What follows belongs to an exercise in optimizing a design on an open flow for small area, a short achievable clock period and few clock cycles; a production flow would make more cautious choices. In this exercise RTL edits were held to simulation tests only and were not proved equivalent to the original.

==> v3: inputs <==
==> flow/design.v <==
module JAM (
input CLK,
input RST,
output reg [2:0] W,
output reg [2:0] J,
input [6:0] Cost,
output reg [3:0] MatchCount,
output reg [9:0] MinCost,
output reg Valid );
reg [7:0] k;
always @(posedge CLK or posedge RST) begin
    if (RST) k <= 0;
    else if (k != 136) k <= k + 1'b1;
end
reg [5:0] addr;
always @(posedge CLK or posedge RST) begin
    if (RST) addr <= 0;
    else addr <= addr + 1'b1;
end
always @(*) begin
    W = addr[5:3];
    J = addr[2:0];
end
always @(posedge CLK) Valid <= (k == 135) || (k == 136);
reg [447:0] m;    
reg [447:0] nx;
reg [7:0] ldw;    
integer i;
always @(posedge CLK)
    for (i = 0; i < 8; i = i + 1) ldw[i] <= (k < 64) && (k[5:3] == i);
always @(*) begin
    for (i = 0; i < 64; i = i + 1)
        if (i % 8 != 7) nx[7*i +: 7] = m[7*(i+1) +: 7];
        else nx[7*i +: 7] = ldw[i / 8] ? Cost : m[7*(i-7) +: 7];
end
always @(posedge CLK) m <= nx;
wire [447:0] rd;
genvar gi;
generate for (gi = 0; gi < 64; gi = gi + 1) begin : rdg
    if (gi % 8 == 7 && gi / 8 != 7) assign rd[7*gi +: 7] = m[7*(gi-7) +: 7];
    else assign rd[7*gi +: 7] = nx[7*gi +: 7];
end endgenerate
reg [17:0] sel;
always @(posedge CLK)
    if (k < 8'd67) sel <= 18'h12949;
    else if (k < 8'd75) sel <= 18'h24632;
    else if (k < 8'd83) sel <= 18'hca4a;
    else if (k < 8'd91) sel <= 18'h11a49;
    else if (k < 8'd99) sel <= 18'h22534;
    else if (k < 8'd107) sel <= 18'ha58c;
    else if (k < 8'd115) sel <= 18'ha94c;
    else if (k < 8'd123) sel <= 18'h11689;
    else if (k < 8'd127) sel <= 18'h21634;
    else sel <= 18'hc68a;
wire [223:0] c;
assign c[0 +: 7] = ({7{sel[0]}} & rd[7 +: 7])
    | ({7{sel[1]}} & rd[14 +: 7])
    | ({7{sel[2]}} & rd[35 +: 7]);
assign c[7 +: 7] = ({7{sel[3]}} & rd[0 +: 7])
    | ({7{sel[4]}} & rd[7 +: 7]);
assign c[14 +: 7] = ({7{sel[5]}} & rd[0 +: 7])
    | ({7{sel[6]}} & rd[21 +: 7])
    | ({7{sel[7]}} & rd[42 +: 7]);
assign c[21 +: 7] = ({7{sel[8]}} & rd[14 +: 7])
    | ({7{sel[9]}} & rd[28 +: 7]);
assign c[28 +: 7] = ({7{sel[0]}} & rd[63 +: 7])
    | ({7{sel[1]}} & rd[70 +: 7])
    | ({7{sel[2]}} & rd[91 +: 7]);
assign c[35 +: 7] = ({7{sel[3]}} & rd[56 +: 7])
    | ({7{sel[4]}} & rd[63 +: 7]);
assign c[42 +: 7] = ({7{sel[5]}} & rd[56 +: 7])
    | ({7{sel[6]}} & rd[77 +: 7])
    | ({7{sel[7]}} & rd[98 +: 7]);
assign c[49 +: 7] = ({7{sel[8]}} & rd[70 +: 7])
    | ({7{sel[9]}} & rd[84 +: 7]);
assign c[56 +: 7] = ({7{sel[0]}} & rd[119 +: 7])
    | ({7{sel[1]}} & rd[126 +: 7])
    | ({7{sel[2]}} & rd[147 +: 7]);
assign c[63 +: 7] = ({7{sel[3]}} & rd[112 +: 7])
    | ({7{sel[4]}} & rd[119 +: 7]);
assign c[70 +: 7] = ({7{sel[5]}} & rd[112 +: 7])
    | ({7{sel[6]}} & rd[133 +: 7])
    | ({7{sel[7]}} & rd[154 +: 7]);
assign c[77 +: 7] = ({7{sel[8]}} & rd[126 +: 7])
    | ({7{sel[9]}} & rd[140 +: 7]);
assign c[84 +: 7] = ({7{sel[0]}} & rd[175 +: 7])
    | ({7{sel[1]}} & rd[182 +: 7])
    | ({7{sel[2]}} & rd[203 +: 7]);
assign c[91 +: 7] = ({7{sel[3]}} & rd[168 +: 7])
    | ({7{sel[4]}} & rd[175 +: 7]);
assign c[98 +: 7] = ({7{sel[5]}} & rd[168 +: 7])
    | ({7{sel[6]}} & rd[189 +: 7])
    | ({7{sel[7]}} & rd[210 +: 7]);
assign c[105 +: 7] = ({7{sel[8]}} & rd[182 +: 7])
    | ({7{sel[9]}} & rd[196 +: 7]);
assign c[112 +: 7] = ({7{sel[10]}} & rd[245 +: 7])
    | ({7{sel[11]}} & rd[266 +: 7]);
assign c[119 +: 7] = ({7{sel[12]}} & rd[238 +: 7])
    | ({7{sel[13]}} & rd[252 +: 7])
    | ({7{sel[14]}} & rd[259 +: 7]);
assign c[126 +: 7] = ({7{sel[15]}} & rd[231 +: 7])
    | ({7{sel[16]}} & rd[259 +: 7])
    | ({7{sel[17]}} & rd[266 +: 7]);
assign c[133 +: 7] = rd[273 +: 7];
assign c[140 +: 7] = ({7{sel[10]}} & rd[301 +: 7])
    | ({7{sel[11]}} & rd[322 +: 7]);
assign c[147 +: 7] = ({7{sel[12]}} & rd[294 +: 7])
    | ({7{sel[13]}} & rd[308 +: 7])
    | ({7{sel[14]}} & rd[315 +: 7]);
assign c[154 +: 7] = ({7{sel[15]}} & rd[287 +: 7])
    | ({7{sel[16]}} & rd[315 +: 7])
    | ({7{sel[17]}} & rd[322 +: 7]);
assign c[161 +: 7] = rd[329 +: 7];
assign c[168 +: 7] = ({7{sel[10]}} & rd[357 +: 7])
    | ({7{sel[11]}} & rd[378 +: 7]);
assign c[175 +: 7] = ({7{sel[12]}} & rd[350 +: 7])
    | ({7{sel[13]}} & rd[364 +: 7])
    | ({7{sel[14]}} & rd[371 +: 7]);
assign c[182 +: 7] = ({7{sel[15]}} & rd[343 +: 7])
    | ({7{sel[16]}} & rd[371 +: 7])
    | ({7{sel[17]}} & rd[378 +: 7]);
assign c[189 +: 7] = rd[385 +: 7];
assign c[196 +: 7] = ({7{sel[10]}} & rd[413 +: 7])
    | ({7{sel[11]}} & rd[434 +: 7]);
assign c[203 +: 7] = ({7{sel[12]}} & rd[406 +: 7])
    | ({7{sel[13]}} & rd[420 +: 7])
    | ({7{sel[14]}} & rd[427 +: 7]);
assign c[210 +: 7] = ({7{sel[15]}} & rd[399 +: 7])
    | ({7{sel[16]}} & rd[427 +: 7])
    | ({7{sel[17]}} & rd[434 +: 7]);
assign c[217 +: 7] = rd[441 +: 7];
localparam [23:0] PAIRS = {2'd2,2'd3, 2'd1,2'd3, 2'd1,2'd2, 2'd0,2'd3, 2'd0,2'd2, 2'd0,2'd1};
reg [7:0] su0 [0:3][0:5];
reg [7:0] su1 [0:3][0:5];
integer g, e;
always @(posedge CLK) begin
    for (g = 0; g < 4; g = g + 1)
        for (e = 0; e < 6; e = e + 1) begin
            su0[g][e] <= c[7*(8*g+PAIRS[4*e+2 +: 2]) +: 7] + c[7*(8*g+4+PAIRS[4*e +: 2]) +: 7];
            su1[g][e] <= c[7*(8*g+PAIRS[4*e +: 2]) +: 7] + c[7*(8*g+4+PAIRS[4*e+2 +: 2]) +: 7];
        end
end
reg [7:0] pa_v [0:3][0:5];
reg       pa_d [0:3][0:5];
always @(posedge CLK) begin
    for (g = 0; g < 4; g = g + 1)
        for (e = 0; e < 6; e = e + 1) begin
            pa_v[g][e] <= (su1[g][e] < su0[g][e]) ? su1[g][e] : su0[g][e];
            pa_d[g][e] <= (su1[g][e] == su0[g][e]);
        end
end
reg [8:0] ta [0:1][0:2];
reg [8:0] tb [0:1][0:2];
reg [1:0] fa [0:1][0:2];    
reg [1:0] fb [0:1][0:2];
integer h, q;
always @(posedge CLK) begin
    for (h = 0; h < 2; h = h + 1)
        for (q = 0; q < 3; q = q + 1) begin
            ta[h][q] <= pa_v[2*h][q] + pa_v[2*h+1][5-q];
            fa[h][q] <= {pa_d[2*h][q], pa_d[2*h+1][5-q]};
            tb[h][q] <= pa_v[2*h][5-q] + pa_v[2*h+1][q];
            fb[h][q] <= {pa_d[2*h][5-q], pa_d[2*h+1][q]};
        end
end
reg [8:0] sp_v [0:1][0:2];
reg [3:0] na, nb;
reg [3:0] sp_n [0:1][0:2];
always @(posedge CLK) begin
    for (h = 0; h < 2; h = h + 1)
        for (q = 0; q < 3; q = q + 1) begin
            sp_v[h][q] <= (tb[h][q] < ta[h][q]) ? tb[h][q] : ta[h][q];
            na = (&fa[h][q]) ? 4'd4 : (|fa[h][q]) ? 4'd2 : 4'd1;
            nb = (&fb[h][q]) ? 4'd4 : (|fb[h][q]) ? 4'd2 : 4'd1;
            sp_n[h][q] <= (tb[h][q] < ta[h][q]) ? nb : (tb[h][q] == ta[h][q]) ? na + nb : na;
        end
end
reg [8:0] hb_v [0:1];
reg [3:0] hb_n [0:1];
reg lt01, lt02, lt12, eq01, eq02, eq12;
reg [3:0] n01, n02, n12, n012;
always @(posedge CLK) begin
    for (h = 0; h < 2; h = h + 1) begin
        lt01 = sp_v[h][0] < sp_v[h][1];
        lt02 = sp_v[h][0] < sp_v[h][2];
        lt12 = sp_v[h][1] < sp_v[h][2];
        eq01 = sp_v[h][0] == sp_v[h][1];
        eq02 = sp_v[h][0] == sp_v[h][2];
        eq12 = sp_v[h][1] == sp_v[h][2];
        n01 = sp_n[h][0] + sp_n[h][1];
        n02 = sp_n[h][0] + sp_n[h][2];
        n12 = sp_n[h][1] + sp_n[h][2];
        n012 = n01 + sp_n[h][2];
        if ((lt01 || eq01) && (lt02 || eq02)) begin
            hb_v[h] <= sp_v[h][0];
            hb_n[h] <= (eq01 && eq02) ? n012 : eq01 ? n01 : eq02 ? n02 : sp_n[h][0];
        end
        else if (!lt01 && (lt12 || eq12)) begin
            hb_v[h] <= sp_v[h][1];
            hb_n[h] <= eq12 ? n12 : sp_n[h][1];
        end
        else begin
            hb_v[h] <= sp_v[h][2];
            hb_n[h] <= sp_n[h][2];
        end
    end
end
reg [9:0] tot;
reg [3:0] totn;
always @(posedge CLK) begin
    tot <= hb_v[0] + hb_v[1];
    totn <= hb_n[0] * hb_n[1];
end
wire accum = (k >= 66) && (k < 136);
always @(posedge CLK) begin
    if (k == 66) begin
        MinCost <= tot;
        MatchCount <= totn;
    end
    else if (accum) begin
        if (tot < MinCost) begin
            MinCost <= tot;
            MatchCount <= totn;
        end
        else if (tot == MinCost) MatchCount <= MatchCount + totn;
    end
end
endmodule
==> flow/run.sh <==
#!/bin/bash
# synth_recipe.tcl (not shown) runs the flow's synth.tcl, then flattens the netlist and writes it again
# the make line also repeats each setting of config.mk as NAME=value (left out here)
make -C /OpenROAD-flow-scripts/flow DESIGN_CONFIG=/design/flow/config.mk WORK_HOME=/design/flow/orfs CLKGATE_MAP_FILE= SYNTH_SCRIPT=/design/flow/synth_recipe.tcl finish
==> flow/config.mk <==
export PLATFORM = sky130hd
export DESIGN_NAME = JAM
export DESIGN_NICKNAME = JAM
export VERILOG_FILES = /design/flow/design.v
export SDC_FILE = /design/flow/constraint.sdc
export NUM_CORES = 4
export LEC_CHECK = 0
export CAP_MARGIN = 20
export CORE_MARGIN = 2
export CORE_UTILIZATION = 40
export CTS_CLUSTER_DIAMETER = 80
export CTS_CLUSTER_SIZE = 24
export SETUP_SLACK_MARGIN = 3.2
export SLEW_MARGIN = 20
==> flow/constraint.sdc <==
create_clock -name core_clock -period 6.0 [get_ports {CLK}]
set_input_delay 1.2000 -clock core_clock [delete_from_list [all_inputs] [get_ports {CLK}]]
set_output_delay 1.2000 -clock core_clock [all_outputs]
set_load 0.01 [all_outputs]
==> v16 (differences from v3) <==
--- a/flow/design.v
+++ b/flow/design.v
@@ -42,3 +42,3 @@
 end endgenerate
-reg [17:0] sel;
+reg [17:0] sel, selb;
 always @(posedge CLK)
@@ -54,2 +54,14 @@
     else sel <= 18'hc68a;
+always @(posedge CLK)
+    if (k < 8'd59) selb <= 18'h0;
+    else if (k < 8'd67) selb <= 18'h12949;
+    else if (k < 8'd75) selb <= 18'h24632;
+    else if (k < 8'd83) selb <= 18'hca4a;
+    else if (k < 8'd91) selb <= 18'h11a49;
+    else if (k < 8'd99) selb <= 18'h22534;
+    else if (k < 8'd107) selb <= 18'ha58c;
+    else if (k < 8'd115) selb <= 18'ha94c;
+    else if (k < 8'd123) selb <= 18'h11689;
+    else if (k < 8'd127) selb <= 18'h21634;
+    else selb <= 18'hc68a;
 wire [223:0] c;
@@ -75,22 +87,22 @@
     | ({7{sel[9]}} & rd[84 +: 7]);
-assign c[56 +: 7] = ({7{sel[0]}} & rd[119 +: 7])
-    | ({7{sel[1]}} & rd[126 +: 7])
-    | ({7{sel[2]}} & rd[147 +: 7]);
-assign c[63 +: 7] = ({7{sel[3]}} & rd[112 +: 7])
-    | ({7{sel[4]}} & rd[119 +: 7]);
-assign c[70 +: 7] = ({7{sel[5]}} & rd[112 +: 7])
-    | ({7{sel[6]}} & rd[133 +: 7])
-    | ({7{sel[7]}} & rd[154 +: 7]);
-assign c[77 +: 7] = ({7{sel[8]}} & rd[126 +: 7])
-    | ({7{sel[9]}} & rd[140 +: 7]);
-assign c[84 +: 7] = ({7{sel[0]}} & rd[175 +: 7])
-    | ({7{sel[1]}} & rd[182 +: 7])
-    | ({7{sel[2]}} & rd[203 +: 7]);
-assign c[91 +: 7] = ({7{sel[3]}} & rd[168 +: 7])
-    | ({7{sel[4]}} & rd[175 +: 7]);
-assign c[98 +: 7] = ({7{sel[5]}} & rd[168 +: 7])
-    | ({7{sel[6]}} & rd[189 +: 7])
-    | ({7{sel[7]}} & rd[210 +: 7]);
-assign c[105 +: 7] = ({7{sel[8]}} & rd[182 +: 7])
-    | ({7{sel[9]}} & rd[196 +: 7]);
+assign c[56 +: 7] = ({7{selb[0]}} & rd[119 +: 7])
+    | ({7{selb[1]}} & rd[126 +: 7])
+    | ({7{selb[2]}} & rd[147 +: 7]);
+assign c[63 +: 7] = ({7{selb[3]}} & rd[112 +: 7])
+    | ({7{selb[4]}} & rd[119 +: 7]);
+assign c[70 +: 7] = ({7{selb[5]}} & rd[112 +: 7])
+    | ({7{selb[6]}} & rd[133 +: 7])
+    | ({7{selb[7]}} & rd[154 +: 7]);
+assign c[77 +: 7] = ({7{selb[8]}} & rd[126 +: 7])
+    | ({7{selb[9]}} & rd[140 +: 7]);
+assign c[84 +: 7] = ({7{selb[0]}} & rd[175 +: 7])
+    | ({7{selb[1]}} & rd[182 +: 7])
+    | ({7{selb[2]}} & rd[203 +: 7]);
+assign c[91 +: 7] = ({7{selb[3]}} & rd[168 +: 7])
+    | ({7{selb[4]}} & rd[175 +: 7]);
+assign c[98 +: 7] = ({7{selb[5]}} & rd[168 +: 7])
+    | ({7{selb[6]}} & rd[189 +: 7])
+    | ({7{selb[7]}} & rd[210 +: 7]);
+assign c[105 +: 7] = ({7{selb[8]}} & rd[182 +: 7])
+    | ({7{selb[9]}} & rd[196 +: 7]);
 assign c[112 +: 7] = ({7{sel[10]}} & rd[245 +: 7])
@@ -113,19 +125,19 @@
 assign c[161 +: 7] = rd[329 +: 7];
-assign c[168 +: 7] = ({7{sel[10]}} & rd[357 +: 7])
-    | ({7{sel[11]}} & rd[378 +: 7]);
-assign c[175 +: 7] = ({7{sel[12]}} & rd[350 +: 7])
-    | ({7{sel[13]}} & rd[364 +: 7])
-    | ({7{sel[14]}} & rd[371 +: 7]);
-assign c[182 +: 7] = ({7{sel[15]}} & rd[343 +: 7])
-    | ({7{sel[16]}} & rd[371 +: 7])
-    | ({7{sel[17]}} & rd[378 +: 7]);
+assign c[168 +: 7] = ({7{selb[10]}} & rd[357 +: 7])
+    | ({7{selb[11]}} & rd[378 +: 7]);
+assign c[175 +: 7] = ({7{selb[12]}} & rd[350 +: 7])
+    | ({7{selb[13]}} & rd[364 +: 7])
+    | ({7{selb[14]}} & rd[371 +: 7]);
+assign c[182 +: 7] = ({7{selb[15]}} & rd[343 +: 7])
+    | ({7{selb[16]}} & rd[371 +: 7])
+    | ({7{selb[17]}} & rd[378 +: 7]);
 assign c[189 +: 7] = rd[385 +: 7];
-assign c[196 +: 7] = ({7{sel[10]}} & rd[413 +: 7])
-    | ({7{sel[11]}} & rd[434 +: 7]);
-assign c[203 +: 7] = ({7{sel[12]}} & rd[406 +: 7])
-    | ({7{sel[13]}} & rd[420 +: 7])
-    | ({7{sel[14]}} & rd[427 +: 7]);
-assign c[210 +: 7] = ({7{sel[15]}} & rd[399 +: 7])
-    | ({7{sel[16]}} & rd[427 +: 7])
-    | ({7{sel[17]}} & rd[434 +: 7]);
+assign c[196 +: 7] = ({7{selb[10]}} & rd[413 +: 7])
+    | ({7{selb[11]}} & rd[434 +: 7]);
+assign c[203 +: 7] = ({7{selb[12]}} & rd[406 +: 7])
+    | ({7{selb[13]}} & rd[420 +: 7])
+    | ({7{selb[14]}} & rd[427 +: 7]);
+assign c[210 +: 7] = ({7{selb[15]}} & rd[399 +: 7])
+    | ({7{selb[16]}} & rd[427 +: 7])
+    | ({7{selb[17]}} & rd[434 +: 7]);
 assign c[217 +: 7] = rd[441 +: 7];
@@ -144,2 +156,5 @@
 reg       pa_d [0:3][0:5];
+reg [7:0] df;
+reg lt;
+integer b;
 always @(posedge CLK) begin
@@ -147,4 +162,8 @@
         for (e = 0; e < 6; e = e + 1) begin
-            pa_v[g][e] <= (su1[g][e] < su0[g][e]) ? su1[g][e] : su0[g][e];
-            pa_d[g][e] <= (su1[g][e] == su0[g][e]);
+            df = su1[g][e] ^ su0[g][e];
+            lt = 1'b0;
+            for (b = 0; b < 8; b = b + 1)
+                lt = df[b] ? su0[g][e][b] : lt;
+            pa_v[g][e] <= lt ? su1[g][e] : su0[g][e];
+            pa_d[g][e] <= ~|df;
         end
@@ -168,2 +187,3 @@
 reg [3:0] sp_n [0:1][0:2];
+reg [8:0] dt;
 always @(posedge CLK) begin
@@ -171,6 +191,10 @@
         for (q = 0; q < 3; q = q + 1) begin
-            sp_v[h][q] <= (tb[h][q] < ta[h][q]) ? tb[h][q] : ta[h][q];
+            dt = tb[h][q] ^ ta[h][q];
+            lt = 1'b0;
+            for (b = 0; b < 9; b = b + 1)
+                lt = dt[b] ? ta[h][q][b] : lt;
+            sp_v[h][q] <= lt ? tb[h][q] : ta[h][q];
             na = (&fa[h][q]) ? 4'd4 : (|fa[h][q]) ? 4'd2 : 4'd1;
             nb = (&fb[h][q]) ? 4'd4 : (|fb[h][q]) ? 4'd2 : 4'd1;
-            sp_n[h][q] <= (tb[h][q] < ta[h][q]) ? nb : (tb[h][q] == ta[h][q]) ? na + nb : na;
+            sp_n[h][q] <= lt ? nb : (~|dt) ? na + nb : na;
         end
SETUP_SLACK_MARGIN = 3.3   (was 3.2)
==> impl_metrics.py <==
metrics = {
    "global_route": {
        "grt_max_degree": 37,
        "grt_pass1_wl_mm": 229.1,
    },
    "clock_network": {
        "cts_resized": 71,
    },
    "setup_path": {
        "crit_path_end": "su0[21][6]$_DFF_P_",
        "r2r_start": "sel[14]$_SDFF_PP0_",
        "slowest_delay_ns": 0.40,
    },
    "cells_and_area": {
        "area_growth_pct": 10.73,
        "n_all_inverters": 709,
    },
    "synth": {
        "synthCells": 5477,
        "synthTopCellsByCount": "1,319 x dfxtp_1, 820 x ha_1, 709 x inv_1",
    },
    "run_status": {
        "status": "no timing/DRC/antenna violations",
    },
    "route": {
        "wirelength_mm": 154.9,
    },
}
The numbers above come from v3.

==> impl_metrics.py <==
metrics = {
    "cells_and_area": {
        "n_all_inverters": 718,
        "area_growth_pct": 11.44,
        "flops_and_latches": 1359,
    },
    "setup_path": {
        "crit_path_end": "su1[16][6]$_DFF_P_",
        "slowest_delay_ns": 0.54,
        "r2r_start": "sel[14]$_DFF_P_",
    },
    "run_status": {
        "status": "no timing/DRC/antenna violations",
    },
    "global_route": {
        "grt_max_degree": 29,
        "grt_pass1_wl_mm": 230.4,
    },
    "clock_network": {
        "cts_resized": 110,
    },
    "synth": {
        "synthTopCellsByCount": "1,331 x dfxtp_1, 717 x inv_1, 628 x ha_1",
    },
    "route": {
        "wirelength_mm": 155.9,
    },
}
The numbers above come from v16.

Testbench counts of v3, summed over its fixed seeds: cycles 1,644.
Testbench counts of v16, summed over its fixed seeds: cycles 1,644.

afterwards: timing with drivers on the ports:
Ports are ideal in the flow. The routed layouts listed here were re-timed in OpenROAD.
Step 1, drivers: a clkbuf_16 drives CLK and a buf_2 each remaining input, both assumed.
Step 2 adds t to the input delays and takes it off the output delays; t is the mean of the earliest and latest rising clock arrival at the registers after step 1. Input paths then give back, and output paths get back, about the clock's delay inside the block.
Three values: ideal ports, drivers, drivers and shift; two values: the first two.
run	t, ns	setup slack, ns	worst setup path at the end	clock arrival spread, ns	slew at the worst register clock pin (ns)
v3	0.761	3.255 / 3.255 / 2.593	input to register	0.042 / 0.042	0.10 / 0.10
v16	0.759	3.258 / 3.258 / 2.639	input to register	0.043 / 0.044	0.10 / 0.10
After both steps every run listed still meets setup and hold. The setup slack of v3, which loses most, moves by 0.000 ns with the drivers and by -0.662 ns with both steps.
